What follows belongs to an exercise in optimizing a design on an open flow for small area, a short achievable clock period and few clock cycles; a production flow would make more cautious choices.
Where RTL was checked, it was by simulation tests only, not by an equivalence proof against the original.
The RTL of run 2 was laid out without a check of its function.
Power figures rest on the tool's default switching activity, not on a simulated workload.

## flow/design.v (module list and top-level ports; edited modules follow where they fit)
// module top: 793 lines
// module booth_row: 26 lines
module top (
	input		start,
	input		reset,
	input 	clk,
	input			load,
	input	[5:0]	load_addr,
	input	[7:0]	a_data,
	input	[7:0]	b_data,
	input	[5:0]	c_addr,
	output reg		done,
	output	[18:0]	c_data
	);
  // ...
==> flow/flow/run.sh <==
#!/bin/bash
# The standard layout with two changes to how it is made:
#  - Yosys's synth runs without its early ABC pass (-noabc), which otherwise
#    remaps the compressor tree before extract_fa and leaves inverters between
#    the full-adder cells (the flow's later ABC pass still maps the rest);
#  - the port buffers that placement inserts on every input and output are
#    buf_4 cells instead of the delay cells buffer_ports picks by default.
# Everything else, from floorplan to the final DEF, is the standard flow.
set -euo pipefail
bash standard.sh SYNTH_ARGS=-noabc "BUFFER_PORTS_ARGS=-buffer_cell sky130_fd_sc_hd__buf_4" finish > standard_flow.log 2>&1
==> flow/standard.sh <==
#!/bin/bash
# synth_recipe.tcl (not shown) runs the flow's synth.tcl, then flattens the netlist and writes it again
# the make line also repeats each setting of config.mk as NAME=value (left out here)
make -C /OpenROAD-flow-scripts/flow DESIGN_CONFIG=/design/flow/config.mk WORK_HOME=/design/flow/orfs CLKGATE_MAP_FILE= SYNTH_SCRIPT=/design/flow/synth_recipe.tcl "${@:-finish}"
==> flow/config.mk <==
export PLATFORM = sky130hd
export DESIGN_NAME = top
export DESIGN_NICKNAME = top
export VERILOG_FILES = /design/flow/design.v
export SDC_FILE = /design/flow/constraint.sdc
export NUM_CORES = 4
export LEC_CHECK = 0
export ABC_AREA = 1
export CAP_MARGIN = 20
export CORE_MARGIN = 2
export CORE_UTILIZATION = 50
export CTS_CLUSTER_DIAMETER = 90
export CTS_CLUSTER_SIZE = 28
export PLACE_DENSITY = 0.64
export SETUP_SLACK_MARGIN = 1.5
export SLEW_MARGIN = 20
==> flow/constraint.sdc <==
create_clock -name core_clock -period 7.0 [get_ports {clk}]
set_input_delay 1.4000 -clock core_clock [delete_from_list [all_inputs] [get_ports {clk}]]
set_output_delay 1.4000 -clock core_clock [all_outputs]
set_load 0.01 [all_outputs]
==> run_results.csv, run 1 <==
group,metric,value,unit
pwr,ir_worst_vdd,1.04,mV
sta,rsz0062_at_grt,"true",
final_layout,clockNetworkAreaShare,0.0281,
final_layout,final_cell_mix,"edfxtp_1, nand2_1, nand3_1, nor2_1, inv_1",
pwr,pwr-share-comb,0.426,
critical_path,path_class,"input pin to flop",
critical_path,cp-start-kind,"input pin",
clock_network,clk-insertion-delay-late,0.76,ns
clock_network,cts_buffers,92,
status,status,"complete, no violations",
pwr,power-top-group,"combinational logic",
global_routing,grt_pass1_vias,49600,
global_routing,globalRoute.totalOverflow,0,
pwr,p_clk,6.40,mW
floorplan,taps,2325,
pwr,leakage,36.7,nW
final_layout,buffers,365,
final_layout,synthToLayoutAreaGrowth,10.6,%
placement,place_congestion,0.998,
floorplan,die_w,422,um
critical_path,crit_chain,"buf_4, inv_4, nand3_4, clkinv_8, buf_4, buf_4, a21oi_1, nand4_1, buf_4, inv_1, nand2_1, o211ai_1, fa_1, fa_2, fa_2, fa_1, fa_1",
routing,wl_met2,118000,um
clock_network,clk_pin_slew,0.11,ns
pwr,pg_comb,15.6,mW
synthesis,yosysUniqueCellTypes,44,
Testbench counts, summed over its fixed seeds: cycles 3,680.
==> module top, before the edit <==
module top (
	input		start,
	input		reset,
	input 	clk,
	input			load,
	input	[5:0]	load_addr,
	input	[7:0]	a_data,
	input	[7:0]	b_data,
	input	[5:0]	c_addr,
	output reg		done,
	output	[18:0]	c_data
	);
	reg [7:0] wa [0:63];
	reg [7:0] wb [0:63];
	reg [7:0] xa [0:63];
	reg [7:0] xb [0:63];
	reg busy;
	integer n;
	always @(posedge clk) begin
		if (load) begin
			wa[load_addr] <= a_data;
			wb[load_addr] <= b_data;
		end
		if (start)
			for (n = 0; n < 64; n = n + 1) begin
				xa[n] <= wa[n];
				xb[n] <= wb[n];
			end
	end
	always @(posedge clk) begin
		if (reset) begin
			done <= 1'b0;
			busy <= 1'b0;
		end else if (start) begin
			done <= 1'b0;
			busy <= 1'b1;
		end else if (busy) begin
			done <= 1'b1;
			busy <= 1'b0;
		end
	end
	wire [2:0] k = c_addr[2:0];
	wire [2:0] j = c_addr[5:3];
	wire [7:0] ra0 = xa[{3'd0, k}], ra1 = xa[{3'd1, k}], ra2 = xa[{3'd2, k}], ra3 = xa[{3'd3, k}];
	wire [7:0] ra4 = xa[{3'd4, k}], ra5 = xa[{3'd5, k}], ra6 = xa[{3'd6, k}], ra7 = xa[{3'd7, k}];
	wire [7:0] rb0 = xb[{j, 3'd0}], rb1 = xb[{j, 3'd1}], rb2 = xb[{j, 3'd2}], rb3 = xb[{j, 3'd3}];
	wire [7:0] rb4 = xb[{j, 3'd4}], rb5 = xb[{j, 3'd5}], rb6 = xb[{j, 3'd6}], rb7 = xb[{j, 3'd7}];
	wire [8:0] pp0_0, pp0_1, pp0_2, pp0_3;
	wire [3:0] ng0;
	booth_row br0 (.a(ra0), .b(rb0), .p0(pp0_0), .p1(pp0_1), .p2(pp0_2), .p3(pp0_3), .ng(ng0));
	wire [8:0] pp1_0, pp1_1, pp1_2, pp1_3;
	wire [3:0] ng1;
	booth_row br1 (.a(ra1), .b(rb1), .p0(pp1_0), .p1(pp1_1), .p2(pp1_2), .p3(pp1_3), .ng(ng1));
	wire [8:0] pp2_0, pp2_1, pp2_2, pp2_3;
	wire [3:0] ng2;
	booth_row br2 (.a(ra2), .b(rb2), .p0(pp2_0), .p1(pp2_1), .p2(pp2_2), .p3(pp2_3), .ng(ng2));
	wire [8:0] pp3_0, pp3_1, pp3_2, pp3_3;
	wire [3:0] ng3;
	booth_row br3 (.a(ra3), .b(rb3), .p0(pp3_0), .p1(pp3_1), .p2(pp3_2), .p3(pp3_3), .ng(ng3));
	wire [8:0] pp4_0, pp4_1, pp4_2, pp4_3;
	wire [3:0] ng4;
	booth_row br4 (.a(ra4), .b(rb4), .p0(pp4_0), .p1(pp4_1), .p2(pp4_2), .p3(pp4_3), .ng(ng4));
	wire [8:0] pp5_0, pp5_1, pp5_2, pp5_3;
	wire [3:0] ng5;
	booth_row br5 (.a(ra5), .b(rb5), .p0(pp5_0), .p1(pp5_1), .p2(pp5_2), .p3(pp5_3), .ng(ng5));
	wire [8:0] pp6_0, pp6_1, pp6_2, pp6_3;
	wire [3:0] ng6;
	booth_row br6 (.a(ra6), .b(rb6), .p0(pp6_0), .p1(pp6_1), .p2(pp6_2), .p3(pp6_3), .ng(ng6));
	wire [8:0] pp7_0, pp7_1, pp7_2, pp7_3;
	wire [3:0] ng7;
	booth_row br7 (.a(ra7), .b(rb7), .p0(pp7_0), .p1(pp7_1), .p2(pp7_2), .p3(pp7_3), .ng(ng7));
	wire s1 = pp0_0[0] ^ ng0[0] ^ pp1_0[0];
	wire k2 = (pp0_0[0] & ng0[0]) | (pp0_0[0] & pp1_0[0]) | (ng0[0] & pp1_0[0]);
	wire s3 = ng1[0] ^ pp2_0[0] ^ ng2[0];
	wire k4 = (ng1[0] & pp2_0[0]) | (ng1[0] & ng2[0]) | (pp2_0[0] & ng2[0]);
	wire s5 = pp3_0[0] ^ ng3[0] ^ pp4_0[0];
	wire k6 = (pp3_0[0] & ng3[0]) | (pp3_0[0] & pp4_0[0]) | (ng3[0] & pp4_0[0]);
	wire s7 = ng4[0] ^ pp5_0[0] ^ ng5[0];
	wire k8 = (ng4[0] & pp5_0[0]) | (ng4[0] & ng5[0]) | (pp5_0[0] & ng5[0]);
	wire s9 = pp6_0[0] ^ ng6[0] ^ pp7_0[0];
	wire k10 = (pp6_0[0] & ng6[0]) | (pp6_0[0] & pp7_0[0]) | (ng6[0] & pp7_0[0]);
	wire s11 = pp0_0[1] ^ pp1_0[1] ^ pp2_0[1];
	wire k12 = (pp0_0[1] & pp1_0[1]) | (pp0_0[1] & pp2_0[1]) | (pp1_0[1] & pp2_0[1]);
	wire s13 = pp3_0[1] ^ pp4_0[1] ^ pp5_0[1];
	wire k14 = (pp3_0[1] & pp4_0[1]) | (pp3_0[1] & pp5_0[1]) | (pp4_0[1] & pp5_0[1]);
	wire s15 = pp0_0[2] ^ pp0_1[0] ^ ng0[1];
	wire k16 = (pp0_0[2] & pp0_1[0]) | (pp0_0[2] & ng0[1]) | (pp0_1[0] & ng0[1]);
	wire s17 = pp1_0[2] ^ pp1_1[0] ^ ng1[1];
	wire k18 = (pp1_0[2] & pp1_1[0]) | (pp1_0[2] & ng1[1]) | (pp1_1[0] & ng1[1]);
	wire s19 = pp2_0[2] ^ pp2_1[0] ^ ng2[1];
	wire k20 = (pp2_0[2] & pp2_1[0]) | (pp2_0[2] & ng2[1]) | (pp2_1[0] & ng2[1]);
	wire s21 = pp3_0[2] ^ pp3_1[0] ^ ng3[1];
	wire k22 = (pp3_0[2] & pp3_1[0]) | (pp3_0[2] & ng3[1]) | (pp3_1[0] & ng3[1]);
	wire s23 = pp4_0[2] ^ pp4_1[0] ^ ng4[1];
	wire k24 = (pp4_0[2] & pp4_1[0]) | (pp4_0[2] & ng4[1]) | (pp4_1[0] & ng4[1]);
	wire s25 = pp5_0[2] ^ pp5_1[0] ^ ng5[1];
	wire k26 = (pp5_0[2] & pp5_1[0]) | (pp5_0[2] & ng5[1]) | (pp5_1[0] & ng5[1]);
	wire s27 = pp6_0[2] ^ pp6_1[0] ^ ng6[1];
	wire k28 = (pp6_0[2] & pp6_1[0]) | (pp6_0[2] & ng6[1]) | (pp6_1[0] & ng6[1]);
	wire s29 = pp7_0[2] ^ pp7_1[0] ^ ng7[1];
	wire k30 = (pp7_0[2] & pp7_1[0]) | (pp7_0[2] & ng7[1]) | (pp7_1[0] & ng7[1]);
	wire s31 = pp0_0[3] ^ pp0_1[1] ^ pp1_0[3];
	wire k32 = (pp0_0[3] & pp0_1[1]) | (pp0_0[3] & pp1_0[3]) | (pp0_1[1] & pp1_0[3]);
	wire s33 = pp1_1[1] ^ pp2_0[3] ^ pp2_1[1];
	wire k34 = (pp1_1[1] & pp2_0[3]) | (pp1_1[1] & pp2_1[1]) | (pp2_0[3] & pp2_1[1]);
	wire s35 = pp3_0[3] ^ pp3_1[1] ^ pp4_0[3];
	wire k36 = (pp3_0[3] & pp3_1[1]) | (pp3_0[3] & pp4_0[3]) | (pp3_1[1] & pp4_0[3]);
	wire s37 = pp4_1[1] ^ pp5_0[3] ^ pp5_1[1];
	wire k38 = (pp4_1[1] & pp5_0[3]) | (pp4_1[1] & pp5_1[1]) | (pp5_0[3] & pp5_1[1]);
	wire s39 = pp6_0[3] ^ pp6_1[1] ^ pp7_0[3];
	wire k40 = (pp6_0[3] & pp6_1[1]) | (pp6_0[3] & pp7_0[3]) | (pp6_1[1] & pp7_0[3]);
	wire s41 = pp0_0[4] ^ pp0_1[2] ^ pp0_2[0];
	wire k42 = (pp0_0[4] & pp0_1[2]) | (pp0_0[4] & pp0_2[0]) | (pp0_1[2] & pp0_2[0]);
	wire s43 = ng0[2] ^ pp1_0[4] ^ pp1_1[2];
	wire k44 = (ng0[2] & pp1_0[4]) | (ng0[2] & pp1_1[2]) | (pp1_0[4] & pp1_1[2]);
	wire s45 = pp1_2[0] ^ ng1[2] ^ pp2_0[4];
	wire k46 = (pp1_2[0] & ng1[2]) | (pp1_2[0] & pp2_0[4]) | (ng1[2] & pp2_0[4]);
	wire s47 = pp2_1[2] ^ pp2_2[0] ^ ng2[2];
	wire k48 = (pp2_1[2] & pp2_2[0]) | (pp2_1[2] & ng2[2]) | (pp2_2[0] & ng2[2]);
	wire s49 = pp3_0[4] ^ pp3_1[2] ^ pp3_2[0];
	wire k50 = (pp3_0[4] & pp3_1[2]) | (pp3_0[4] & pp3_2[0]) | (pp3_1[2] & pp3_2[0]);
	wire s51 = ng3[2] ^ pp4_0[4] ^ pp4_1[2];
	wire k52 = (ng3[2] & pp4_0[4]) | (ng3[2] & pp4_1[2]) | (pp4_0[4] & pp4_1[2]);
	wire s53 = pp4_2[0] ^ ng4[2] ^ pp5_0[4];
	wire k54 = (pp4_2[0] & ng4[2]) | (pp4_2[0] & pp5_0[4]) | (ng4[2] & pp5_0[4]);
	wire s55 = pp5_1[2] ^ pp5_2[0] ^ ng5[2];
	wire k56 = (pp5_1[2] & pp5_2[0]) | (pp5_1[2] & ng5[2]) | (pp5_2[0] & ng5[2]);
	wire s57 = pp6_0[4] ^ pp6_1[2] ^ pp6_2[0];
	wire k58 = (pp6_0[4] & pp6_1[2]) | (pp6_0[4] & pp6_2[0]) | (pp6_1[2] & pp6_2[0]);
	wire s59 = ng6[2] ^ pp7_0[4] ^ pp7_1[2];
	wire k60 = (ng6[2] & pp7_0[4]) | (ng6[2] & pp7_1[2]) | (pp7_0[4] & pp7_1[2]);
	wire s61 = pp0_0[5] ^ pp0_1[3] ^ pp0_2[1];
	wire k62 = (pp0_0[5] & pp0_1[3]) | (pp0_0[5] & pp0_2[1]) | (pp0_1[3] & pp0_2[1]);
	wire s63 = pp1_0[5] ^ pp1_1[3] ^ pp1_2[1];
	wire k64 = (pp1_0[5] & pp1_1[3]) | (pp1_0[5] & pp1_2[1]) | (pp1_1[3] & pp1_2[1]);
	wire s65 = pp2_0[5] ^ pp2_1[3] ^ pp2_2[1];
	wire k66 = (pp2_0[5] & pp2_1[3]) | (pp2_0[5] & pp2_2[1]) | (pp2_1[3] & pp2_2[1]);
	wire s67 = pp3_0[5] ^ pp3_1[3] ^ pp3_2[1];
	wire k68 = (pp3_0[5] & pp3_1[3]) | (pp3_0[5] & pp3_2[1]) | (pp3_1[3] & pp3_2[1]);
	wire s69 = pp4_0[5] ^ pp4_1[3] ^ pp4_2[1];
	wire k70 = (pp4_0[5] & pp4_1[3]) | (pp4_0[5] & pp4_2[1]) | (pp4_1[3] & pp4_2[1]);
	wire s71 = pp5_0[5] ^ pp5_1[3] ^ pp5_2[1];
	wire k72 = (pp5_0[5] & pp5_1[3]) | (pp5_0[5] & pp5_2[1]) | (pp5_1[3] & pp5_2[1]);
	wire s73 = pp6_0[5] ^ pp6_1[3] ^ pp6_2[1];
	wire k74 = (pp6_0[5] & pp6_1[3]) | (pp6_0[5] & pp6_2[1]) | (pp6_1[3] & pp6_2[1]);
	wire s75 = pp7_0[5] ^ pp7_1[3] ^ pp7_2[1];
	wire k76 = (pp7_0[5] & pp7_1[3]) | (pp7_0[5] & pp7_2[1]) | (pp7_1[3] & pp7_2[1]);
	wire s77 = pp0_0[6] ^ pp0_1[4] ^ pp0_2[2];
	wire k78 = (pp0_0[6] & pp0_1[4]) | (pp0_0[6] & pp0_2[2]) | (pp0_1[4] & pp0_2[2]);
	wire s79 = pp0_3[0] ^ ng0[3] ^ pp1_0[6];
	wire k80 = (pp0_3[0] & ng0[3]) | (pp0_3[0] & pp1_0[6]) | (ng0[3] & pp1_0[6]);
	wire s81 = pp1_1[4] ^ pp1_2[2] ^ pp1_3[0];
	wire k82 = (pp1_1[4] & pp1_2[2]) | (pp1_1[4] & pp1_3[0]) | (pp1_2[2] & pp1_3[0]);
	wire s83 = ng1[3] ^ pp2_0[6] ^ pp2_1[4];
	wire k84 = (ng1[3] & pp2_0[6]) | (ng1[3] & pp2_1[4]) | (pp2_0[6] & pp2_1[4]);
	wire s85 = pp2_2[2] ^ pp2_3[0] ^ ng2[3];
	wire k86 = (pp2_2[2] & pp2_3[0]) | (pp2_2[2] & ng2[3]) | (pp2_3[0] & ng2[3]);
	wire s87 = pp3_0[6] ^ pp3_1[4] ^ pp3_2[2];
	wire k88 = (pp3_0[6] & pp3_1[4]) | (pp3_0[6] & pp3_2[2]) | (pp3_1[4] & pp3_2[2]);
	wire s89 = pp3_3[0] ^ ng3[3] ^ pp4_0[6];
	wire k90 = (pp3_3[0] & ng3[3]) | (pp3_3[0] & pp4_0[6]) | (ng3[3] & pp4_0[6]);
	wire s91 = pp4_1[4] ^ pp4_2[2] ^ pp4_3[0];
	wire k92 = (pp4_1[4] & pp4_2[2]) | (pp4_1[4] & pp4_3[0]) | (pp4_2[2] & pp4_3[0]);
	wire s93 = ng4[3] ^ pp5_0[6] ^ pp5_1[4];
	wire k94 = (ng4[3] & pp5_0[6]) | (ng4[3] & pp5_1[4]) | (pp5_0[6] & pp5_1[4]);
	wire s95 = pp5_2[2] ^ pp5_3[0] ^ ng5[3];
	wire k96 = (pp5_2[2] & pp5_3[0]) | (pp5_2[2] & ng5[3]) | (pp5_3[0] & ng5[3]);
	wire s97 = pp6_0[6] ^ pp6_1[4] ^ pp6_2[2];
	wire k98 = (pp6_0[6] & pp6_1[4]) | (pp6_0[6] & pp6_2[2]) | (pp6_1[4] & pp6_2[2]);
	wire s99 = pp6_3[0] ^ ng6[3] ^ pp7_0[6];
	wire k100 = (pp6_3[0] & ng6[3]) | (pp6_3[0] & pp7_0[6]) | (ng6[3] & pp7_0[6]);
	wire s101 = pp7_1[4] ^ pp7_2[2] ^ pp7_3[0];
	wire k102 = (pp7_1[4] & pp7_2[2]) | (pp7_1[4] & pp7_3[0]) | (pp7_2[2] & pp7_3[0]);
	wire s103 = pp0_0[7] ^ pp0_1[5] ^ pp0_2[3];
	wire k104 = (pp0_0[7] & pp0_1[5]) | (pp0_0[7] & pp0_2[3]) | (pp0_1[5] & pp0_2[3]);
	wire s105 = pp0_3[1] ^ pp1_0[7] ^ pp1_1[5];
	wire k106 = (pp0_3[1] & pp1_0[7]) | (pp0_3[1] & pp1_1[5]) | (pp1_0[7] & pp1_1[5]);
	wire s107 = pp1_2[3] ^ pp1_3[1] ^ pp2_0[7];
	wire k108 = (pp1_2[3] & pp1_3[1]) | (pp1_2[3] & pp2_0[7]) | (pp1_3[1] & pp2_0[7]);
	wire s109 = pp2_1[5] ^ pp2_2[3] ^ pp2_3[1];
	wire k110 = (pp2_1[5] & pp2_2[3]) | (pp2_1[5] & pp2_3[1]) | (pp2_2[3] & pp2_3[1]);
	wire s111 = pp3_0[7] ^ pp3_1[5] ^ pp3_2[3];
	wire k112 = (pp3_0[7] & pp3_1[5]) | (pp3_0[7] & pp3_2[3]) | (pp3_1[5] & pp3_2[3]);
	wire s113 = pp3_3[1] ^ pp4_0[7] ^ pp4_1[5];
	wire k114 = (pp3_3[1] & pp4_0[7]) | (pp3_3[1] & pp4_1[5]) | (pp4_0[7] & pp4_1[5]);
	wire s115 = pp4_2[3] ^ pp4_3[1] ^ pp5_0[7];
	wire k116 = (pp4_2[3] & pp4_3[1]) | (pp4_2[3] & pp5_0[7]) | (pp4_3[1] & pp5_0[7]);
	wire s117 = pp5_1[5] ^ pp5_2[3] ^ pp5_3[1];
	wire k118 = (pp5_1[5] & pp5_2[3]) | (pp5_1[5] & pp5_3[1]) | (pp5_2[3] & pp5_3[1]);
	wire s119 = pp6_0[7] ^ pp6_1[5] ^ pp6_2[3];
	wire k120 = (pp6_0[7] & pp6_1[5]) | (pp6_0[7] & pp6_2[3]) | (pp6_1[5] & pp6_2[3]);
	wire s121 = pp6_3[1] ^ pp7_0[7] ^ pp7_1[5];
	wire k122 = (pp6_3[1] & pp7_0[7]) | (pp6_3[1] & pp7_1[5]) | (pp7_0[7] & pp7_1[5]);
	wire s123 = ~pp0_0[8] ^ pp0_1[6] ^ pp0_2[4];
	wire k124 = (~pp0_0[8] & pp0_1[6]) | (~pp0_0[8] & pp0_2[4]) | (pp0_1[6] & pp0_2[4]);
	wire s125 = pp0_3[2] ^ ~pp1_0[8] ^ pp1_1[6];
	wire k126 = (pp0_3[2] & ~pp1_0[8]) | (pp0_3[2] & pp1_1[6]) | (~pp1_0[8] & pp1_1[6]);
	wire s127 = pp1_2[4] ^ pp1_3[2] ^ ~pp2_0[8];
	wire k128 = (pp1_2[4] & pp1_3[2]) | (pp1_2[4] & ~pp2_0[8]) | (pp1_3[2] & ~pp2_0[8]);
	wire s129 = pp2_1[6] ^ pp2_2[4] ^ pp2_3[2];
	wire k130 = (pp2_1[6] & pp2_2[4]) | (pp2_1[6] & pp2_3[2]) | (pp2_2[4] & pp2_3[2]);
	wire s131 = ~pp3_0[8] ^ pp3_1[6] ^ pp3_2[4];
	wire k132 = (~pp3_0[8] & pp3_1[6]) | (~pp3_0[8] & pp3_2[4]) | (pp3_1[6] & pp3_2[4]);
	wire s133 = pp3_3[2] ^ ~pp4_0[8] ^ pp4_1[6];
	wire k134 = (pp3_3[2] & ~pp4_0[8]) | (pp3_3[2] & pp4_1[6]) | (~pp4_0[8] & pp4_1[6]);
	wire s135 = pp4_2[4] ^ pp4_3[2] ^ ~pp5_0[8];
	wire k136 = (pp4_2[4] & pp4_3[2]) | (pp4_2[4] & ~pp5_0[8]) | (pp4_3[2] & ~pp5_0[8]);
	wire s137 = pp5_1[6] ^ pp5_2[4] ^ pp5_3[2];
	wire k138 = (pp5_1[6] & pp5_2[4]) | (pp5_1[6] & pp5_3[2]) | (pp5_2[4] & pp5_3[2]);
	wire s139 = ~pp6_0[8] ^ pp6_1[6] ^ pp6_2[4];
	wire k140 = (~pp6_0[8] & pp6_1[6]) | (~pp6_0[8] & pp6_2[4]) | (pp6_1[6] & pp6_2[4]);
	wire s141 = pp6_3[2] ^ ~pp7_0[8] ^ pp7_1[6];
	wire k142 = (pp6_3[2] & ~pp7_0[8]) | (pp6_3[2] & pp7_1[6]) | (~pp7_0[8] & pp7_1[6]);
	wire s143 = pp0_1[7] ^ pp0_2[5] ^ pp0_3[3];
	wire k144 = (pp0_1[7] & pp0_2[5]) | (pp0_1[7] & pp0_3[3]) | (pp0_2[5] & pp0_3[3]);
	wire s145 = pp1_1[7] ^ pp1_2[5] ^ pp1_3[3];
	wire k146 = (pp1_1[7] & pp1_2[5]) | (pp1_1[7] & pp1_3[3]) | (pp1_2[5] & pp1_3[3]);
	wire s147 = pp2_1[7] ^ pp2_2[5] ^ pp2_3[3];
	wire k148 = (pp2_1[7] & pp2_2[5]) | (pp2_1[7] & pp2_3[3]) | (pp2_2[5] & pp2_3[3]);
	wire s149 = pp3_1[7] ^ pp3_2[5] ^ pp3_3[3];
	wire k150 = (pp3_1[7] & pp3_2[5]) | (pp3_1[7] & pp3_3[3]) | (pp3_2[5] & pp3_3[3]);
	wire s151 = pp4_1[7] ^ pp4_2[5] ^ pp4_3[3];
	wire k152 = (pp4_1[7] & pp4_2[5]) | (pp4_1[7] & pp4_3[3]) | (pp4_2[5] & pp4_3[3]);
	wire s153 = pp5_1[7] ^ pp5_2[5] ^ pp5_3[3];
	wire k154 = (pp5_1[7] & pp5_2[5]) | (pp5_1[7] & pp5_3[3]) | (pp5_2[5] & pp5_3[3]);
	wire s155 = pp6_1[7] ^ pp6_2[5] ^ pp6_3[3];
	wire k156 = (pp6_1[7] & pp6_2[5]) | (pp6_1[7] & pp6_3[3]) | (pp6_2[5] & pp6_3[3]);
	wire s157 = pp7_1[7] ^ pp7_2[5] ^ pp7_3[3];
	wire k158 = (pp7_1[7] & pp7_2[5]) | (pp7_1[7] & pp7_3[3]) | (pp7_2[5] & pp7_3[3]);
	wire s159 = ~pp0_1[8] ^ pp0_2[6] ^ pp0_3[4];
	wire k160 = (~pp0_1[8] & pp0_2[6]) | (~pp0_1[8] & pp0_3[4]) | (pp0_2[6] & pp0_3[4]);
	wire s161 = ~pp1_1[8] ^ pp1_2[6] ^ pp1_3[4];
	wire k162 = (~pp1_1[8] & pp1_2[6]) | (~pp1_1[8] & pp1_3[4]) | (pp1_2[6] & pp1_3[4]);
	wire s163 = ~pp2_1[8] ^ pp2_2[6] ^ pp2_3[4];
	wire k164 = (~pp2_1[8] & pp2_2[6]) | (~pp2_1[8] & pp2_3[4]) | (pp2_2[6] & pp2_3[4]);
	wire s165 = ~pp3_1[8] ^ pp3_2[6] ^ pp3_3[4];
	wire k166 = (~pp3_1[8] & pp3_2[6]) | (~pp3_1[8] & pp3_3[4]) | (pp3_2[6] & pp3_3[4]);
	wire s167 = ~pp4_1[8] ^ pp4_2[6] ^ pp4_3[4];
	wire k168 = (~pp4_1[8] & pp4_2[6]) | (~pp4_1[8] & pp4_3[4]) | (pp4_2[6] & pp4_3[4]);
	wire s169 = ~pp5_1[8] ^ pp5_2[6] ^ pp5_3[4];
	wire k170 = (~pp5_1[8] & pp5_2[6]) | (~pp5_1[8] & pp5_3[4]) | (pp5_2[6] & pp5_3[4]);
	wire s171 = ~pp6_1[8] ^ pp6_2[6] ^ pp6_3[4];
	wire k172 = (~pp6_1[8] & pp6_2[6]) | (~pp6_1[8] & pp6_3[4]) | (pp6_2[6] & pp6_3[4]);
	wire s173 = ~pp7_1[8] ^ pp7_2[6] ^ pp7_3[4];
	wire k174 = (~pp7_1[8] & pp7_2[6]) | (~pp7_1[8] & pp7_3[4]) | (pp7_2[6] & pp7_3[4]);
	wire s175 = pp0_2[7] ^ pp0_3[5] ^ pp1_2[7];
	wire k176 = (pp0_2[7] & pp0_3[5]) | (pp0_2[7] & pp1_2[7]) | (pp0_3[5] & pp1_2[7]);
	wire s177 = pp1_3[5] ^ pp2_2[7] ^ pp2_3[5];
	wire k178 = (pp1_3[5] & pp2_2[7]) | (pp1_3[5] & pp2_3[5]) | (pp2_2[7] & pp2_3[5]);
	wire s179 = pp3_2[7] ^ pp3_3[5] ^ pp4_2[7];
	wire k180 = (pp3_2[7] & pp3_3[5]) | (pp3_2[7] & pp4_2[7]) | (pp3_3[5] & pp4_2[7]);
	wire s181 = pp4_3[5] ^ pp5_2[7] ^ pp5_3[5];
	wire k182 = (pp4_3[5] & pp5_2[7]) | (pp4_3[5] & pp5_3[5]) | (pp5_2[7] & pp5_3[5]);
	wire s183 = pp6_2[7] ^ pp6_3[5] ^ pp7_2[7];
	wire k184 = (pp6_2[7] & pp6_3[5]) | (pp6_2[7] & pp7_2[7]) | (pp6_3[5] & pp7_2[7]);
	wire s185 = ~pp0_2[8] ^ pp0_3[6] ^ ~pp1_2[8];
	wire k186 = (~pp0_2[8] & pp0_3[6]) | (~pp0_2[8] & ~pp1_2[8]) | (pp0_3[6] & ~pp1_2[8]);
	wire s187 = pp1_3[6] ^ ~pp2_2[8] ^ pp2_3[6];
	wire k188 = (pp1_3[6] & ~pp2_2[8]) | (pp1_3[6] & pp2_3[6]) | (~pp2_2[8] & pp2_3[6]);
	wire s189 = ~pp3_2[8] ^ pp3_3[6] ^ ~pp4_2[8];
	wire k190 = (~pp3_2[8] & pp3_3[6]) | (~pp3_2[8] & ~pp4_2[8]) | (pp3_3[6] & ~pp4_2[8]);
	wire s191 = pp4_3[6] ^ ~pp5_2[8] ^ pp5_3[6];
	wire k192 = (pp4_3[6] & ~pp5_2[8]) | (pp4_3[6] & pp5_3[6]) | (~pp5_2[8] & pp5_3[6]);
	wire s193 = ~pp6_2[8] ^ pp6_3[6] ^ ~pp7_2[8];
	wire k194 = (~pp6_2[8] & pp6_3[6]) | (~pp6_2[8] & ~pp7_2[8]) | (pp6_3[6] & ~pp7_2[8]);
	wire s195 = pp0_3[7] ^ pp1_3[7] ^ pp2_3[7];
	wire k196 = (pp0_3[7] & pp1_3[7]) | (pp0_3[7] & pp2_3[7]) | (pp1_3[7] & pp2_3[7]);
	wire s197 = pp3_3[7] ^ pp4_3[7] ^ pp5_3[7];
	wire k198 = (pp3_3[7] & pp4_3[7]) | (pp3_3[7] & pp5_3[7]) | (pp4_3[7] & pp5_3[7]);
	wire s199 = ~pp0_3[8] ^ ~pp1_3[8] ^ ~pp2_3[8];
	wire k200 = (~pp0_3[8] & ~pp1_3[8]) | (~pp0_3[8] & ~pp2_3[8]) | (~pp1_3[8] & ~pp2_3[8]);
	wire s201 = ~pp3_3[8] ^ ~pp4_3[8] ^ ~pp5_3[8];
	wire k202 = (~pp3_3[8] & ~pp4_3[8]) | (~pp3_3[8] & ~pp5_3[8]) | (~pp4_3[8] & ~pp5_3[8]);
	wire s203 = ~pp6_3[8] ^ ~pp7_3[8] ^ 1'b1;
	wire k204 = (~pp6_3[8] & ~pp7_3[8]) | (~pp6_3[8] & 1'b1) | (~pp7_3[8] & 1'b1);
	wire s205 = s1 ^ s3 ^ s5;
	wire k206 = (s1 & s3) | (s1 & s5) | (s3 & s5);
	wire s207 = s7 ^ s9 ^ ng7[0];
	wire k208 = (s7 & s9) | (s7 & ng7[0]) | (s9 & ng7[0]);
	wire s209 = k2 ^ k4 ^ k6;
	wire k210 = (k2 & k4) | (k2 & k6) | (k4 & k6);
	wire s211 = k8 ^ k10 ^ s11;
	wire k212 = (k8 & k10) | (k8 & s11) | (k10 & s11);
	wire s213 = s13 ^ pp6_0[1] ^ pp7_0[1];
	wire k214 = (s13 & pp6_0[1]) | (s13 & pp7_0[1]) | (pp6_0[1] & pp7_0[1]);
	wire s215 = k12 ^ k14 ^ s15;
	wire k216 = (k12 & k14) | (k12 & s15) | (k14 & s15);
	wire s217 = s17 ^ s19 ^ s21;
	wire k218 = (s17 & s19) | (s17 & s21) | (s19 & s21);
	wire s219 = s23 ^ s25 ^ s27;
	wire k220 = (s23 & s25) | (s23 & s27) | (s25 & s27);
	wire s221 = k16 ^ k18 ^ k20;
	wire k222 = (k16 & k18) | (k16 & k20) | (k18 & k20);
	wire s223 = k22 ^ k24 ^ k26;
	wire k224 = (k22 & k24) | (k22 & k26) | (k24 & k26);
	wire s225 = k28 ^ k30 ^ s31;
	wire k226 = (k28 & k30) | (k28 & s31) | (k30 & s31);
	wire s227 = s33 ^ s35 ^ s37;
	wire k228 = (s33 & s35) | (s33 & s37) | (s35 & s37);
	wire s229 = k32 ^ k34 ^ k36;
	wire k230 = (k32 & k34) | (k32 & k36) | (k34 & k36);
	wire s231 = k38 ^ k40 ^ s41;
	wire k232 = (k38 & k40) | (k38 & s41) | (k40 & s41);
	wire s233 = s43 ^ s45 ^ s47;
	wire k234 = (s43 & s45) | (s43 & s47) | (s45 & s47);
	wire s235 = s49 ^ s51 ^ s53;
	wire k236 = (s49 & s51) | (s49 & s53) | (s51 & s53);
	wire s237 = s55 ^ s57 ^ s59;
	wire k238 = (s55 & s57) | (s55 & s59) | (s57 & s59);
	wire s239 = k42 ^ k44 ^ k46;
	wire k240 = (k42 & k44) | (k42 & k46) | (k44 & k46);
	wire s241 = k48 ^ k50 ^ k52;
	wire k242 = (k48 & k50) | (k48 & k52) | (k50 & k52);
	wire s243 = k54 ^ k56 ^ k58;
	wire k244 = (k54 & k56) | (k54 & k58) | (k56 & k58);
	wire s245 = k60 ^ s61 ^ s63;
	wire k246 = (k60 & s61) | (k60 & s63) | (s61 & s63);
	wire s247 = s65 ^ s67 ^ s69;
	wire k248 = (s65 & s67) | (s65 & s69) | (s67 & s69);
	wire s249 = s71 ^ s73 ^ s75;
	wire k250 = (s71 & s73) | (s71 & s75) | (s73 & s75);
	wire s251 = k62 ^ k64 ^ k66;
	wire k252 = (k62 & k64) | (k62 & k66) | (k64 & k66);
	wire s253 = k68 ^ k70 ^ k72;
	wire k254 = (k68 & k70) | (k68 & k72) | (k70 & k72);
	wire s255 = k74 ^ k76 ^ s77;
	wire k256 = (k74 & k76) | (k74 & s77) | (k76 & s77);
	wire s257 = s79 ^ s81 ^ s83;
	wire k258 = (s79 & s81) | (s79 & s83) | (s81 & s83);
	wire s259 = s85 ^ s87 ^ s89;
	wire k260 = (s85 & s87) | (s85 & s89) | (s87 & s89);
	wire s261 = s91 ^ s93 ^ s95;
	wire k262 = (s91 & s93) | (s91 & s95) | (s93 & s95);
	wire s263 = s97 ^ s99 ^ s101;
	wire k264 = (s97 & s99) | (s97 & s101) | (s99 & s101);
	wire s265 = k78 ^ k80 ^ k82;
	wire k266 = (k78 & k80) | (k78 & k82) | (k80 & k82);
	wire s267 = k84 ^ k86 ^ k88;
	wire k268 = (k84 & k86) | (k84 & k88) | (k86 & k88);
	wire s269 = k90 ^ k92 ^ k94;
	wire k270 = (k90 & k92) | (k90 & k94) | (k92 & k94);
	wire s271 = k96 ^ k98 ^ k100;
	wire k272 = (k96 & k98) | (k96 & k100) | (k98 & k100);
	wire s273 = k102 ^ s103 ^ s105;
	wire k274 = (k102 & s103) | (k102 & s105) | (s103 & s105);
	wire s275 = s107 ^ s109 ^ s111;
	wire k276 = (s107 & s109) | (s107 & s111) | (s109 & s111);
	wire s277 = s113 ^ s115 ^ s117;
	wire k278 = (s113 & s115) | (s113 & s117) | (s115 & s117);
	wire s279 = s119 ^ s121 ^ pp7_2[3];
	wire k280 = (s119 & s121) | (s119 & pp7_2[3]) | (s121 & pp7_2[3]);
	wire s281 = k104 ^ k106 ^ k108;
	wire k282 = (k104 & k106) | (k104 & k108) | (k106 & k108);
	wire s283 = k110 ^ k112 ^ k114;
	wire k284 = (k110 & k112) | (k110 & k114) | (k112 & k114);
	wire s285 = k116 ^ k118 ^ k120;
	wire k286 = (k116 & k118) | (k116 & k120) | (k118 & k120);
	wire s287 = k122 ^ s123 ^ s125;
	wire k288 = (k122 & s123) | (k122 & s125) | (s123 & s125);
	wire s289 = s127 ^ s129 ^ s131;
	wire k290 = (s127 & s129) | (s127 & s131) | (s129 & s131);
	wire s291 = s133 ^ s135 ^ s137;
	wire k292 = (s133 & s135) | (s133 & s137) | (s135 & s137);
	wire s293 = s139 ^ s141 ^ pp7_2[4];
	wire k294 = (s139 & s141) | (s139 & pp7_2[4]) | (s141 & pp7_2[4]);
	wire s295 = k124 ^ k126 ^ k128;
	wire k296 = (k124 & k126) | (k124 & k128) | (k126 & k128);
	wire s297 = k130 ^ k132 ^ k134;
	wire k298 = (k130 & k132) | (k130 & k134) | (k132 & k134);
	wire s299 = k136 ^ k138 ^ k140;
	wire k300 = (k136 & k138) | (k136 & k140) | (k138 & k140);
	wire s301 = k142 ^ s143 ^ s145;
	wire k302 = (k142 & s143) | (k142 & s145) | (s143 & s145);
	wire s303 = s147 ^ s149 ^ s151;
	wire k304 = (s147 & s149) | (s147 & s151) | (s149 & s151);
	wire s305 = s153 ^ s155 ^ s157;
	wire k306 = (s153 & s155) | (s153 & s157) | (s155 & s157);
	wire s307 = k144 ^ k146 ^ k148;
	wire k308 = (k144 & k146) | (k144 & k148) | (k146 & k148);
	wire s309 = k150 ^ k152 ^ k154;
	wire k310 = (k150 & k152) | (k150 & k154) | (k152 & k154);
	wire s311 = k156 ^ k158 ^ s159;
	wire k312 = (k156 & k158) | (k156 & s159) | (k158 & s159);
	wire s313 = s161 ^ s163 ^ s165;
	wire k314 = (s161 & s163) | (s161 & s165) | (s163 & s165);
	wire s315 = s167 ^ s169 ^ s171;
	wire k316 = (s167 & s169) | (s167 & s171) | (s169 & s171);
	wire s317 = k160 ^ k162 ^ k164;
	wire k318 = (k160 & k162) | (k160 & k164) | (k162 & k164);
	wire s319 = k166 ^ k168 ^ k170;
	wire k320 = (k166 & k168) | (k166 & k170) | (k168 & k170);
	wire s321 = k172 ^ k174 ^ s175;
	wire k322 = (k172 & k174) | (k172 & s175) | (k174 & s175);
	wire s323 = s177 ^ s179 ^ s181;
	wire k324 = (s177 & s179) | (s177 & s181) | (s179 & s181);
	wire s325 = s183 ^ pp7_3[5] ^ 1'b1;
	wire k326 = (s183 & pp7_3[5]) | (s183 & 1'b1) | (pp7_3[5] & 1'b1);
	wire s327 = k176 ^ k178 ^ k180;
	wire k328 = (k176 & k178) | (k176 & k180) | (k178 & k180);
	wire s329 = k182 ^ k184 ^ s185;
	wire k330 = (k182 & k184) | (k182 & s185) | (k184 & s185);
	wire s331 = s187 ^ s189 ^ s191;
	wire k332 = (s187 & s189) | (s187 & s191) | (s189 & s191);
	wire s333 = s193 ^ pp7_3[6] ^ 1'b1;
	wire k334 = (s193 & pp7_3[6]) | (s193 & 1'b1) | (pp7_3[6] & 1'b1);
	wire s335 = k186 ^ k188 ^ k190;
	wire k336 = (k186 & k188) | (k186 & k190) | (k188 & k190);
	wire s337 = k192 ^ k194 ^ s195;
	wire k338 = (k192 & k194) | (k192 & s195) | (k194 & s195);
	wire s339 = s197 ^ pp6_3[7] ^ pp7_3[7];
	wire k340 = (s197 & pp6_3[7]) | (s197 & pp7_3[7]) | (pp6_3[7] & pp7_3[7]);
	wire s341 = k196 ^ k198 ^ s199;
	wire k342 = (k196 & k198) | (k196 & s199) | (k198 & s199);
	wire s343 = k200 ^ k202 ^ k204;
	wire k344 = (k200 & k202) | (k200 & k204) | (k202 & k204);
	wire s345 = k206 ^ k208 ^ s209;
	wire k346 = (k206 & k208) | (k206 & s209) | (k208 & s209);
	wire s347 = k210 ^ k212 ^ k214;
	wire k348 = (k210 & k212) | (k210 & k214) | (k212 & k214);
	wire s349 = s215 ^ s217 ^ s219;
	wire k350 = (s215 & s217) | (s215 & s219) | (s217 & s219);
	wire s351 = k216 ^ k218 ^ k220;
	wire k352 = (k216 & k218) | (k216 & k220) | (k218 & k220);
	wire s353 = s221 ^ s223 ^ s225;
	wire k354 = (s221 & s223) | (s221 & s225) | (s223 & s225);
	wire s355 = s227 ^ s39 ^ pp7_1[1];
	wire k356 = (s227 & s39) | (s227 & pp7_1[1]) | (s39 & pp7_1[1]);
	wire s357 = k222 ^ k224 ^ k226;
	wire k358 = (k222 & k224) | (k222 & k226) | (k224 & k226);
	wire s359 = k228 ^ s229 ^ s231;
	wire k360 = (k228 & s229) | (k228 & s231) | (s229 & s231);
	wire s361 = s233 ^ s235 ^ s237;
	wire k362 = (s233 & s235) | (s233 & s237) | (s235 & s237);
	wire s363 = k230 ^ k232 ^ k234;
	wire k364 = (k230 & k232) | (k230 & k234) | (k232 & k234);
	wire s365 = k236 ^ k238 ^ s239;
	wire k366 = (k236 & k238) | (k236 & s239) | (k238 & s239);
	wire s367 = s241 ^ s243 ^ s245;
	wire k368 = (s241 & s243) | (s241 & s245) | (s243 & s245);
	wire s369 = k240 ^ k242 ^ k244;
	wire k370 = (k240 & k242) | (k240 & k244) | (k242 & k244);
	wire s371 = k246 ^ k248 ^ k250;
	wire k372 = (k246 & k248) | (k246 & k250) | (k248 & k250);
	wire s373 = s251 ^ s253 ^ s255;
	wire k374 = (s251 & s253) | (s251 & s255) | (s253 & s255);
	wire s375 = s257 ^ s259 ^ s261;
	wire k376 = (s257 & s259) | (s257 & s261) | (s259 & s261);
	wire s377 = k252 ^ k254 ^ k256;
	wire k378 = (k252 & k254) | (k252 & k256) | (k254 & k256);
	wire s379 = k258 ^ k260 ^ k262;
	wire k380 = (k258 & k260) | (k258 & k262) | (k260 & k262);
	wire s381 = k264 ^ s265 ^ s267;
	wire k382 = (k264 & s265) | (k264 & s267) | (s265 & s267);
	wire s383 = s269 ^ s271 ^ s273;
	wire k384 = (s269 & s271) | (s269 & s273) | (s271 & s273);
	wire s385 = s275 ^ s277 ^ s279;
	wire k386 = (s275 & s277) | (s275 & s279) | (s277 & s279);
	wire s387 = k266 ^ k268 ^ k270;
	wire k388 = (k266 & k268) | (k266 & k270) | (k268 & k270);
	wire s389 = k272 ^ k274 ^ k276;
	wire k390 = (k272 & k274) | (k272 & k276) | (k274 & k276);
	wire s391 = k278 ^ k280 ^ s281;
	wire k392 = (k278 & k280) | (k278 & s281) | (k280 & s281);
	wire s393 = s283 ^ s285 ^ s287;
	wire k394 = (s283 & s285) | (s283 & s287) | (s285 & s287);
	wire s395 = s289 ^ s291 ^ s293;
	wire k396 = (s289 & s291) | (s289 & s293) | (s291 & s293);
	wire s397 = k282 ^ k284 ^ k286;
	wire k398 = (k282 & k284) | (k282 & k286) | (k284 & k286);
	wire s399 = k288 ^ k290 ^ k292;
	wire k400 = (k288 & k290) | (k288 & k292) | (k290 & k292);
	wire s401 = k294 ^ s295 ^ s297;
	wire k402 = (k294 & s295) | (k294 & s297) | (s295 & s297);
	wire s403 = s299 ^ s301 ^ s303;
	wire k404 = (s299 & s301) | (s299 & s303) | (s301 & s303);
	wire s405 = k296 ^ k298 ^ k300;
	wire k406 = (k296 & k298) | (k296 & k300) | (k298 & k300);
	wire s407 = k302 ^ k304 ^ k306;
	wire k408 = (k302 & k304) | (k302 & k306) | (k304 & k306);
	wire s409 = s307 ^ s309 ^ s311;
	wire k410 = (s307 & s309) | (s307 & s311) | (s309 & s311);
	wire s411 = s313 ^ s315 ^ s173;
	wire k412 = (s313 & s315) | (s313 & s173) | (s315 & s173);
	wire s413 = k308 ^ k310 ^ k312;
	wire k414 = (k308 & k310) | (k308 & k312) | (k310 & k312);
	wire s415 = k314 ^ k316 ^ s317;
	wire k416 = (k314 & k316) | (k314 & s317) | (k316 & s317);
	wire s417 = s319 ^ s321 ^ s323;
	wire k418 = (s319 & s321) | (s319 & s323) | (s321 & s323);
	wire s419 = k318 ^ k320 ^ k322;
	wire k420 = (k318 & k320) | (k318 & k322) | (k320 & k322);
	wire s421 = k324 ^ k326 ^ s327;
	wire k422 = (k324 & k326) | (k324 & s327) | (k326 & s327);
	wire s423 = s329 ^ s331 ^ s333;
	wire k424 = (s329 & s331) | (s329 & s333) | (s331 & s333);
	wire s425 = k328 ^ k330 ^ k332;
	wire k426 = (k328 & k330) | (k328 & k332) | (k330 & k332);
	wire s427 = k334 ^ s335 ^ s337;
	wire k428 = (k334 & s335) | (k334 & s337) | (s335 & s337);
	wire s429 = k336 ^ k338 ^ k340;
	wire k430 = (k336 & k338) | (k336 & k340) | (k338 & k340);
	wire s431 = s341 ^ s201 ^ s203;
	wire k432 = (s341 & s201) | (s341 & s203) | (s201 & s203);
	wire s433 = s345 ^ s211 ^ s213;
	wire k434 = (s345 & s211) | (s345 & s213) | (s211 & s213);
	wire s435 = k346 ^ s347 ^ s349;
	wire k436 = (k346 & s347) | (k346 & s349) | (s347 & s349);
	wire s437 = k348 ^ k350 ^ s351;
	wire k438 = (k348 & k350) | (k348 & s351) | (k350 & s351);
	wire s439 = k352 ^ k354 ^ k356;
	wire k440 = (k352 & k354) | (k352 & k356) | (k354 & k356);
	wire s441 = s357 ^ s359 ^ s361;
	wire k442 = (s357 & s359) | (s357 & s361) | (s359 & s361);
	wire s443 = k358 ^ k360 ^ k362;
	wire k444 = (k358 & k360) | (k358 & k362) | (k360 & k362);
	wire s445 = s363 ^ s365 ^ s367;
	wire k446 = (s363 & s365) | (s363 & s367) | (s365 & s367);
	wire s447 = k364 ^ k366 ^ k368;
	wire k448 = (k364 & k366) | (k364 & k368) | (k366 & k368);
	wire s449 = s369 ^ s371 ^ s373;
	wire k450 = (s369 & s371) | (s369 & s373) | (s371 & s373);
	wire s451 = s375 ^ s263 ^ ng7[3];
	wire k452 = (s375 & s263) | (s375 & ng7[3]) | (s263 & ng7[3]);
	wire s453 = k370 ^ k372 ^ k374;
	wire k454 = (k370 & k372) | (k370 & k374) | (k372 & k374);
	wire s455 = k376 ^ s377 ^ s379;
	wire k456 = (k376 & s377) | (k376 & s379) | (s377 & s379);
	wire s457 = s381 ^ s383 ^ s385;
	wire k458 = (s381 & s383) | (s381 & s385) | (s383 & s385);
	wire s459 = k378 ^ k380 ^ k382;
	wire k460 = (k378 & k380) | (k378 & k382) | (k380 & k382);
	wire s461 = k384 ^ k386 ^ s387;
	wire k462 = (k384 & k386) | (k384 & s387) | (k386 & s387);
	wire s463 = s389 ^ s391 ^ s393;
	wire k464 = (s389 & s391) | (s389 & s393) | (s391 & s393);
	wire s465 = k388 ^ k390 ^ k392;
	wire k466 = (k388 & k390) | (k388 & k392) | (k390 & k392);
	wire s467 = k394 ^ k396 ^ s397;
	wire k468 = (k394 & k396) | (k394 & s397) | (k396 & s397);
	wire s469 = s399 ^ s401 ^ s403;
	wire k470 = (s399 & s401) | (s399 & s403) | (s401 & s403);
	wire s471 = k398 ^ k400 ^ k402;
	wire k472 = (k398 & k400) | (k398 & k402) | (k400 & k402);
	wire s473 = k404 ^ s405 ^ s407;
	wire k474 = (k404 & s405) | (k404 & s407) | (s405 & s407);
	wire s475 = k406 ^ k408 ^ k410;
	wire k476 = (k406 & k408) | (k406 & k410) | (k408 & k410);
	wire s477 = k412 ^ s413 ^ s415;
	wire k478 = (k412 & s413) | (k412 & s415) | (s413 & s415);
	wire s479 = k414 ^ k416 ^ k418;
	wire k480 = (k414 & k416) | (k414 & k418) | (k416 & k418);
	wire s481 = s419 ^ s421 ^ s423;
	wire k482 = (s419 & s421) | (s419 & s423) | (s421 & s423);
	wire s483 = k420 ^ k422 ^ k424;
	wire k484 = (k420 & k422) | (k420 & k424) | (k422 & k424);
	wire s485 = s425 ^ s427 ^ s339;
	wire k486 = (s425 & s427) | (s425 & s339) | (s427 & s339);
	wire s487 = k426 ^ k428 ^ s429;
	wire k488 = (k426 & k428) | (k426 & s429) | (k428 & s429);
	wire s489 = k430 ^ k432 ^ k342;
	wire k490 = (k430 & k432) | (k430 & k342) | (k432 & k342);
	wire s491 = k434 ^ s435 ^ s29;
	wire k492 = (k434 & s435) | (k434 & s29) | (s435 & s29);
	wire s493 = k436 ^ s437 ^ s353;
	wire k494 = (k436 & s437) | (k436 & s353) | (s437 & s353);
	wire s495 = k438 ^ s439 ^ s441;
	wire k496 = (k438 & s439) | (k438 & s441) | (s439 & s441);
	wire s497 = k440 ^ k442 ^ s443;
	wire k498 = (k440 & k442) | (k440 & s443) | (k442 & s443);
	wire s499 = s445 ^ s247 ^ s249;
	wire k500 = (s445 & s247) | (s445 & s249) | (s247 & s249);
	wire s501 = k444 ^ k446 ^ s447;
	wire k502 = (k444 & k446) | (k444 & s447) | (k446 & s447);
	wire s503 = k448 ^ k450 ^ k452;
	wire k504 = (k448 & k450) | (k448 & k452) | (k450 & k452);
	wire s505 = s453 ^ s455 ^ s457;
	wire k506 = (s453 & s455) | (s453 & s457) | (s455 & s457);
	wire s507 = k454 ^ k456 ^ k458;
	wire k508 = (k454 & k456) | (k454 & k458) | (k456 & k458);
	wire s509 = s459 ^ s461 ^ s463;
	wire k510 = (s459 & s461) | (s459 & s463) | (s461 & s463);
	wire s511 = k460 ^ k462 ^ k464;
	wire k512 = (k460 & k462) | (k460 & k464) | (k462 & k464);
	wire s513 = s465 ^ s467 ^ s469;
	wire k514 = (s465 & s467) | (s465 & s469) | (s467 & s469);
	wire s515 = k466 ^ k468 ^ k470;
	wire k516 = (k466 & k468) | (k466 & k470) | (k468 & k470);
	wire s517 = s471 ^ s473 ^ s409;
	wire k518 = (s471 & s473) | (s471 & s409) | (s473 & s409);
	wire s519 = k472 ^ k474 ^ s475;
	wire k520 = (k472 & k474) | (k472 & s475) | (k474 & s475);
	wire s521 = s477 ^ s417 ^ s325;
	wire k522 = (s477 & s417) | (s477 & s325) | (s417 & s325);
	wire s523 = k476 ^ k478 ^ s479;
	wire k524 = (k476 & k478) | (k476 & s479) | (k478 & s479);
	wire s525 = k480 ^ k482 ^ s483;
	wire k526 = (k480 & k482) | (k480 & s483) | (k482 & s483);
	wire s527 = k484 ^ k486 ^ s487;
	wire k528 = (k484 & k486) | (k484 & s487) | (k486 & s487);
	wire s529 = k488 ^ s489 ^ s343;
	wire k530 = (k488 & s489) | (k488 & s343) | (s489 & s343);
	wire s531 = k490 ^ k344 ^ 1'b1;
	wire k532 = (k490 & k344) | (k490 & 1'b1) | (k344 & 1'b1);
	reg q0;
	reg q1;
	reg q2;
	reg q3;
	reg q4;
	reg q5;
	reg q6;
	reg q7;
	reg q8;
	reg q9;
	reg q10;
	reg q11;
	reg q12;
	reg q13;
	reg q14;
	reg q15;
	reg q16;
	reg q17;
	reg q18;
	reg q19;
	reg q20;
	reg q21;
	reg q22;
	reg q23;
	reg q24;
	reg q25;
	reg q26;
	reg q27;
	reg q28;
	reg q29;
	reg q30;
	reg q31;
	reg q32;
	reg q33;
	reg q34;
	reg q35;
	reg q36;
	reg q37;
	reg q38;
	reg q39;
	reg q40;
	reg q41;
	reg q42;
	reg q43;
	reg q44;
	reg q45;
	reg q46;
	reg q47;
	reg q48;
	reg q49;
	reg q50;
	reg q51;
	reg q52;
	reg q53;
	reg q54;
	reg q55;
	reg q56;
	reg q57;
	always @(posedge clk) begin
		q0 <= s205;
		q1 <= s207;
		q2 <= s433;
		q3 <= s491;
		q4 <= k492;
		q5 <= s493;
		q6 <= s355;
		q7 <= k494;
		q8 <= s495;
		q9 <= pp7_2[0];
		q10 <= ng7[2];
		q11 <= k496;
		q12 <= s497;
		q13 <= s499;
		q14 <= k498;
		q15 <= k500;
		q16 <= s501;
		q17 <= s449;
		q18 <= s451;
		q19 <= k502;
		q20 <= s503;
		q21 <= s505;
		q22 <= pp7_3[1];
		q23 <= k504;
		q24 <= k506;
		q25 <= s507;
		q26 <= s509;
		q27 <= s395;
		q28 <= pp7_3[2];
		q29 <= k508;
		q30 <= k510;
		q31 <= s511;
		q32 <= s513;
		q33 <= s305;
		q34 <= k512;
		q35 <= k514;
		q36 <= s515;
		q37 <= s517;
		q38 <= s411;
		q39 <= k516;
		q40 <= k518;
		q41 <= s519;
		q42 <= s521;
		q43 <= k520;
		q44 <= k522;
		q45 <= s523;
		q46 <= s481;
		q47 <= k524;
		q48 <= s525;
		q49 <= s485;
		q50 <= k526;
		q51 <= s527;
		q52 <= s431;
		q53 <= k528;
		q54 <= s529;
		q55 <= k530;
		q56 <= s531;
		q57 <= k532;
	end
	wire s533 = q14 ^ q15;
	wire k534 = q14 & q15;
	wire s535 = q19 ^ q20;
	wire k536 = q19 & q20;
	wire s537 = q23 ^ q24 ^ q25;
	wire k538 = (q23 & q24) | (q23 & q25) | (q24 & q25);
	wire s539 = q26 ^ q27;
	wire k540 = q26 & q27;
	wire s541 = q29 ^ q30 ^ q31;
	wire k542 = (q29 & q30) | (q29 & q31) | (q30 & q31);
	wire s543 = q32 ^ q33;
	wire k544 = q32 & q33;
	wire s545 = q34 ^ q35 ^ q36;
	wire k546 = (q34 & q35) | (q34 & q36) | (q35 & q36);
	wire s547 = q37 ^ q38;
	wire k548 = q37 & q38;
	wire s549 = q39 ^ q40 ^ q41;
	wire k550 = (q39 & q40) | (q39 & q41) | (q40 & q41);
	wire s551 = q43 ^ q44;
	wire k552 = q43 & q44;
	wire s553 = q7 ^ q8;
	wire k554 = q7 & q8;
	wire s555 = q11 ^ q12;
	wire k556 = q11 & q12;
	wire s557 = s533 ^ q16 ^ q17;
	wire k558 = (s533 & q16) | (s533 & q17) | (q16 & q17);
	wire s559 = k534 ^ s535 ^ q21;
	wire k560 = (k534 & s535) | (k534 & q21) | (s535 & q21);
	wire s561 = k536 ^ s537 ^ s539;
	wire k562 = (k536 & s537) | (k536 & s539) | (s537 & s539);
	wire s563 = k538 ^ k540 ^ s541;
	wire k564 = (k538 & k540) | (k538 & s541) | (k540 & s541);
	wire s565 = k542 ^ k544 ^ s545;
	wire k566 = (k542 & k544) | (k542 & s545) | (k544 & s545);
	wire s567 = k546 ^ k548 ^ s549;
	wire k568 = (k546 & k548) | (k546 & s549) | (k548 & s549);
	wire s569 = k550 ^ s551 ^ q45;
	wire k570 = (k550 & s551) | (k550 & q45) | (s551 & q45);
	wire s571 = k552 ^ q47 ^ q48;
	wire k572 = (k552 & q47) | (k552 & q48) | (q47 & q48);
	wire s573 = q50 ^ q51;
	wire k574 = q50 & q51;
	wire s575 = q4 ^ q5;
	wire k576 = q4 & q5;
	wire s577 = s553 ^ q9 ^ q10;
	wire k578 = (s553 & q9) | (s553 & q10) | (q9 & q10);
	wire s579 = k554 ^ s555 ^ q13;
	wire k580 = (k554 & s555) | (k554 & q13) | (s555 & q13);
	wire s581 = k556 ^ s557 ^ q18;
	wire k582 = (k556 & s557) | (k556 & q18) | (s557 & q18);
	wire s583 = k558 ^ s559 ^ q22;
	wire k584 = (k558 & s559) | (k558 & q22) | (s559 & q22);
	wire s585 = k560 ^ s561 ^ q28;
	wire k586 = (k560 & s561) | (k560 & q28) | (s561 & q28);
	wire s587 = k562 ^ s563 ^ s543;
	wire k588 = (k562 & s563) | (k562 & s543) | (s563 & s543);
	wire s589 = k564 ^ s565 ^ s547;
	wire k590 = (k564 & s565) | (k564 & s547) | (s565 & s547);
	wire s591 = k566 ^ s567 ^ q42;
	wire k592 = (k566 & s567) | (k566 & q42) | (s567 & q42);
	wire s593 = k568 ^ s569 ^ q46;
	wire k594 = (k568 & s569) | (k568 & q46) | (s569 & q46);
	wire s595 = k570 ^ s571 ^ q49;
	wire k596 = (k570 & s571) | (k570 & q49) | (s571 & q49);
	wire s597 = k572 ^ s573 ^ q52;
	wire k598 = (k572 & s573) | (k572 & q52) | (s573 & q52);
	wire s599 = k574 ^ q53 ^ q54;
	wire k600 = (k574 & q53) | (k574 & q54) | (q53 & q54);
	wire s601 = q55 ^ q56;
	wire k602 = q55 & q56;
	assign c_data = {1'b1, k602, k600, k598, k596, k594, k592, k590, k588, k586, k584, k582, k580, k578, k576, s575, q3, q2, q0} + {1'b0, q57, s601, s599, s597, s595, s593, s591, s589, s587, s585, s583, s581, s579, s577, q6, 1'b0, 1'b0, q1};
endmodule
==> module booth_row, before the edit <==
module booth_row (
	input	[7:0]	a,
	input	[7:0]	b,
	output	[8:0]	p0, p1, p2, p3,
	output	[3:0]	ng
	);
	wire [8:0] b9 = {b, 1'b0};
	wire [8:0] a1 = {a[7], a};
	wire [8:0] a2 = {a, 1'b0};
	wire [8:0] p [0:3];
	genvar r;
	generate
		for (r = 0; r < 4; r = r + 1) begin : g
			wire lo = b9[2*r], mid = b9[2*r+1], hi = b9[2*r+2];
			wire one = lo ^ mid;
			wire two = (hi & ~mid & ~lo) | (~hi & mid & lo);
			wire [8:0] mag = one ? a1 : (two ? a2 : 9'd0);
			assign p[r] = mag ^ {9{hi}};
			assign ng[r] = hi;
		end
	endgenerate
	assign p0 = p[0];
	assign p1 = p[1];
	assign p2 = p[2];
	assign p3 = p[3];
endmodule
==> run 2, diff against run 1 <==
--- a/flow/design.v
+++ b/flow/design.v
@@ -11,4 +11,7 @@
 	output	[18:0]	c_data
 	);
+	wire [8:0] b9 = {b_data, 1'b0};
+	wire [7:0] b_enc = {b9[8] ^ b9[6], b9[7] ^ b9[6], b9[6] ^ b9[4], b9[5] ^ b9[4],
+	                    b9[4] ^ b9[2], b9[3] ^ b9[2], b9[2] ^ b9[0], b9[1] ^ b9[0]};
 	reg [7:0] wa [0:63];
 	reg [7:0] wb [0:63];
@@ -20,5 +23,5 @@
 		if (load) begin
 			wa[load_addr] <= a_data;
-			wb[load_addr] <= b_data;
+			wb[load_addr] <= b_enc;
 		end
 		if (start)
@@ -798,17 +801,16 @@
 	output	[3:0]	ng
 	);
-	wire [8:0] b9 = {b, 1'b0};
 	wire [8:0] a1 = {a[7], a};
 	wire [8:0] a2 = {a, 1'b0};
+	wire [3:0] one = {b[6], b[4], b[2], b[0]};
+	wire [3:0] t = {b[7], b[5], b[3], b[1]};
+	wire [3:0] neg = {t[3] ^ t[2] ^ t[1] ^ t[0], t[2] ^ t[1] ^ t[0], t[1] ^ t[0], t[0]};
 	wire [8:0] p [0:3];
 	genvar r;
 	generate
 		for (r = 0; r < 4; r = r + 1) begin : g
-			wire lo = b9[2*r], mid = b9[2*r+1], hi = b9[2*r+2];
-			wire one = lo ^ mid;
-			wire two = (hi & ~mid & ~lo) | (~hi & mid & lo);
-			wire [8:0] mag = one ? a1 : (two ? a2 : 9'd0);
-			assign p[r] = mag ^ {9{hi}};
-			assign ng[r] = hi;
+			wire [8:0] mag = one[r] ? a1 : (t[r] ? a2 : 9'd0);
+			assign p[r] = mag ^ {9{neg[r]}};
+			assign ng[r] = neg[r];
 		end
 	endgenerate
--- a/flow/config.mk
+++ b/flow/config.mk
@@ -9,8 +9,7 @@
 export CAP_MARGIN = 20
 export CORE_MARGIN = 2
-export CORE_UTILIZATION = 50
+export CORE_UTILIZATION = 40
 export CTS_CLUSTER_DIAMETER = 90
 export CTS_CLUSTER_SIZE = 28
-export PLACE_DENSITY = 0.64
-export SETUP_SLACK_MARGIN = 1.5
+export SETUP_SLACK_MARGIN = 1.0
 export SLEW_MARGIN = 20
==> run 2 against run 1 <==
Compared with the run above: synthesized cell count up 0.26%; non-clock buffer count shrank 47; first-iteration DRC count is 6.3% lower; setup slack got worse by 0.49 ns; die area grew 24%; worst hold slack worse by 0.0049 ns; largest cell class unchanged; clock skew rose by 0.021 ns; global-route usage down 5.2 points; via count is 3.9% lower; critical path type unchanged; cell count rose by 5.9%; still clean on timing, DRC and antenna; final area is 0.84% lower; total power up 2.4%.
==> run_results.csv, run 2 <==
group,metric,value,unit
sta,fmax,0.168,GHz
critical_path,worstPathRequired,7.67,ns
critical_path,rrSetupSlack,2.09,ns
synthesis,syn-cell-area,87300,sq um
routing,drtIter0Drc,6893,
routing,via_per_inst,5.19,
global_routing,grt_pass1_vias,48800,
status,status,"complete, no violations",
pwr,power_density,391,nW/um^2
critical_path,cp-start-kind,"input pin",
clock_network,ctsRootBufferMaster,"clkbuf_16",
synthesis,yosysUniqueCellTypes,53,
routing,drc_errors,0,
placement,place_congestion,0.919,
floorplan,die_area,222000,sq um
final_layout,layout_commonest_cell,"edfxtp_1",
final_layout,drive_gt1_frac,0.0929,
final_layout,synthToLayoutAreaGrowth,9.88,%
worst_hold_path,min_from,"wb[51][7]",
final_layout,fin_nets,7267,
critical_path,r2r_end,"q21",
synthesis,ys_top_cells_by_area,"edfxtp_1, nand2_1, fa_1",
critical_path,path_class,"input pin to flop",
sta,period_minus_slack,5.96,ns
placement,dp_cells,9652,
floorplan,fp-row-count,171,
critical_path,reg2reg_from,"xb[40][1]",
critical_path,ff2ff_path_depth,15,
clock_network,clk_pin_slew,0.12,ns
routing,firstDrtPassIters,6,
worst_hold_path,hold-path-cell-count,0,
synthesis,ys_top_cells_by_count,"edfxtp_1, nand2_1, inv_1, nor2_1, nand3_1",
global_routing,grt_usage,0.231,
sta,fin_worst_skew,0.0525,ns
sta,slew_viol_final,0,
sta,worst_slew_pin_slew,1.21,ns
synthesis,synth-seq-cells,2108,
global_routing,grt_pass1_wl,364000,um
clock_network,cts_buffer_depth,3,
floorplan,fp.dieH,471,um
synthesis,yosys_warnings,4,
final_layout,final_cell_mix,"edfxtp_1, nand2_1, inv_1, nor2_1, nand3_1",
synthesis,synth_enable_flop_cells,2048,
sta,setup_tns,0,ns
placement,placed_area,93300,sq um
synthesis,synth_cells,6634,
synthesis,seq_area_frac_synth,0.718,
clock_network,cts.sinks,2108,
clock_network,clk-insertion-delay-late,0.78,ns
sta,finalCritPeriodShare,0.851,
clock_network,cts_buffers,89,
critical_path,cp.arrival,6.63,ns
pwr,leakage,36.6,nW
final_layout,fin_cells,9791,
global_routing,globalRoute.totalOverflow,0,
synthesis,ys.flop_type,"edfxtp_1",
global_routing,grt_max_degree,178,
sta,rsz0062_at_grt,"true",
sta,relSlewSlack,0.193,
placement,hpwl,180000,um
synthesis,syn_avg_cell_area,13.2,sq um
worst_hold_path,hp-class,"flop to flop",
placement,io_buffers,51,
floorplan,io_pins,52,
routing,dr_total_vias,50800,
pwr,p_int,23.7,mW
final_layout,final_area,96000,sq um
clock_network,htree_levels,3,
pwr,switchingPower,13.8,mW
synthesis,synth_fp_nets,7006,
pwr,pwr-share-comb,0.441,
pwr,switching_share,0.368,
sta,setup_viol,0,
floorplan,core,217000,sq um
clock_network,cts_tree,"yes",
sta,hold_viol,0,
synthesis,ys_async_sr_fraction,0,
routing,ant_nets,0,
synthesis,synth.most_common_cell,"edfxtp_1",
synthesis,yosys.area.top_type,"edfxtp_1",
synthesis,synth_top_area_share,0.704,
job,cap_viol_max_count,0,
critical_path,crit_fanout,23,
floorplan,start_util,0.402,
pwr,p_seq_frac,0.392,
floorplan,die_w,471,um
routing,wl_per_cell,26.6,um
critical_path,cp-end-kind,"flop",
global_routing,antenna_found_initial,14,
pwr,ir_worst_vdd,0.489,mV
routing,finalWirelength,261000,um
worst_hold_path,holdPathEnd,"xb[51][7]",
pwr,clockPowerShare,0.167,
run 2: worst max-delay path: stages:
cell	delay (ns)
buf_4	0.22
buf_4	0.29
nor3_4	0.07
clkbuf_16	0.22
buf_4	0.23
a21oi_2	0.22
nand2_1	0.09
nor2_1	0.29
nand2_1	0.12
nand2_2	0.25
nand2_4	0.15
nand2_4	0.15
ha_1	0.25
inv_1	0.08
fa_1	0.46
fa_1	0.57
fa_1	0.46
fa_1	0.58
fa_1	0.44
run 2: worst max path at each step:
stage | startpoint | end | depth (start not counted)
floorplan | c_addr[4] | q21 | 21
global placement | c_addr[5] | q21 | 18
detailed placement | c_addr[5] | q21 | 18
CTS | c_addr[4] | q21 | 19
global route | c_addr[4] | q21 | 20
finish | c_addr[5] | q21 | 19
run 2: logic make-up (layout without fill, tap and decap cells):
| family | Yosys count | in the layout | share of synthesized area |
|---|---|---|---|
| and+or+nand+nor | 2961 | 2961 | 0.142 |
| DFF | 2108 | 2108 | 0.718 |
| buffers and inverters | 775 | 1074 | 0.0365 |
| AOI/OAI and AO/OA | 392 | 392 | 0.0246 |
| adders and majority gates | 340 | 340 | 0.0733 |
| xor gates and xnor gates | 58 | 58 | 0.00582 |
| other | 0 | 4 | 0 |
run 2: repair_timing:
| item | 4_1_cts | 5_1_grt |
|---|---|---|
| cloned | 0 | 2 |
| pin swaps | 0 | 1 |
| hold buffers | 0 | 0 |
| gates resized for setup | 1 | 13 |
| setup endpoints to repair | 3 | 28 |
| setup buffers | 0 | 4 |
run 2: metrics by stage:
stage	total power, mW	hold slack, ns	util	setup WS, ns
5_1_grt	39.8	0.409	0.442	0.941
6_report	37.5	0.397	0.442	1.04
3_5_place_dp	31.6	0.405	0.430	0.0835
4_1_cts	37.7	0.392	0.441	1.09
2_1_floorplan	24.7	0.400	-	1.31
3_3_place_gp	31.2	0.400	0.429	0.174
run 2: power by group through the flow:
stage	clock network, mW	registers, mW	logic [mW]
after global routing	6.77	14.7	18.3
after CTS	6.38	14.7	16.6
after detailed placement	0	15.0	16.6
after global placement	0	15.0	16.2
final	6.27	14.7	16.5
after floorplan	0	14.9	9.72
run 2: routing by layer:
| layer | share of wire | track usage | wire, um | vias to the layer above |
|---|---|---|---|---|
| met4 | 0.032 | 0.0693 | 8250 | 2 |
| li1 | - | - | - | 22900 |
| met3 | 0.070 | 0.0263 | 18100 | 286 |
| met2 | 0.47 | 0.372 | 123000 | 1920 |
| met1 | 0.43 | 0.331 | 112000 | 25700 |
| met5 | 0.000038 | 0 | 10 | - |
run 2: layout make-up:
cell class	count	area, sq um
Clock inverter	20	260
Fill cell	19500	121000
Antenna cell	4	10.0
Clock buffer	109	2300
Timing Repair Buffer	318	2870
Multi-Input combinational cell	3751	21900
Sequential cell	2108	62700
Tap cell	2854	3570
Inverter	627	2360

static timing again, ports no longer ideal:
The flow's constraints put no driver on any port. The routed layouts listed below were extracted and timed again, unchanged, in two steps. Step 1 assumes that a clkbuf_16 drives the clock port and a buf_2 every other input. Step 2 moves the port delays by t, midway between the first and last clock arrival at a register: inputs arrive t later, outputs are due t later. That takes back most of the time a late clock gives input paths. Slacks: ideal / step 1 / step 2; pairs: ideal / step 1.
| run | shift t [ns] | setup slack, ns | worst data-port slew with drivers (ns) |
|---|---|---|---|
| run 1 | 0.832 | 1.528 / 1.567 / 0.735 | 0.06 |
| run 2 | 0.852 | 1.040 / 1.083 / 0.231 | 0.20 |
After both steps every run listed still meets setup and hold. The setup slack of run 2, which loses most, moves by +0.043 ns with the drivers and by -0.809 ns with both steps.
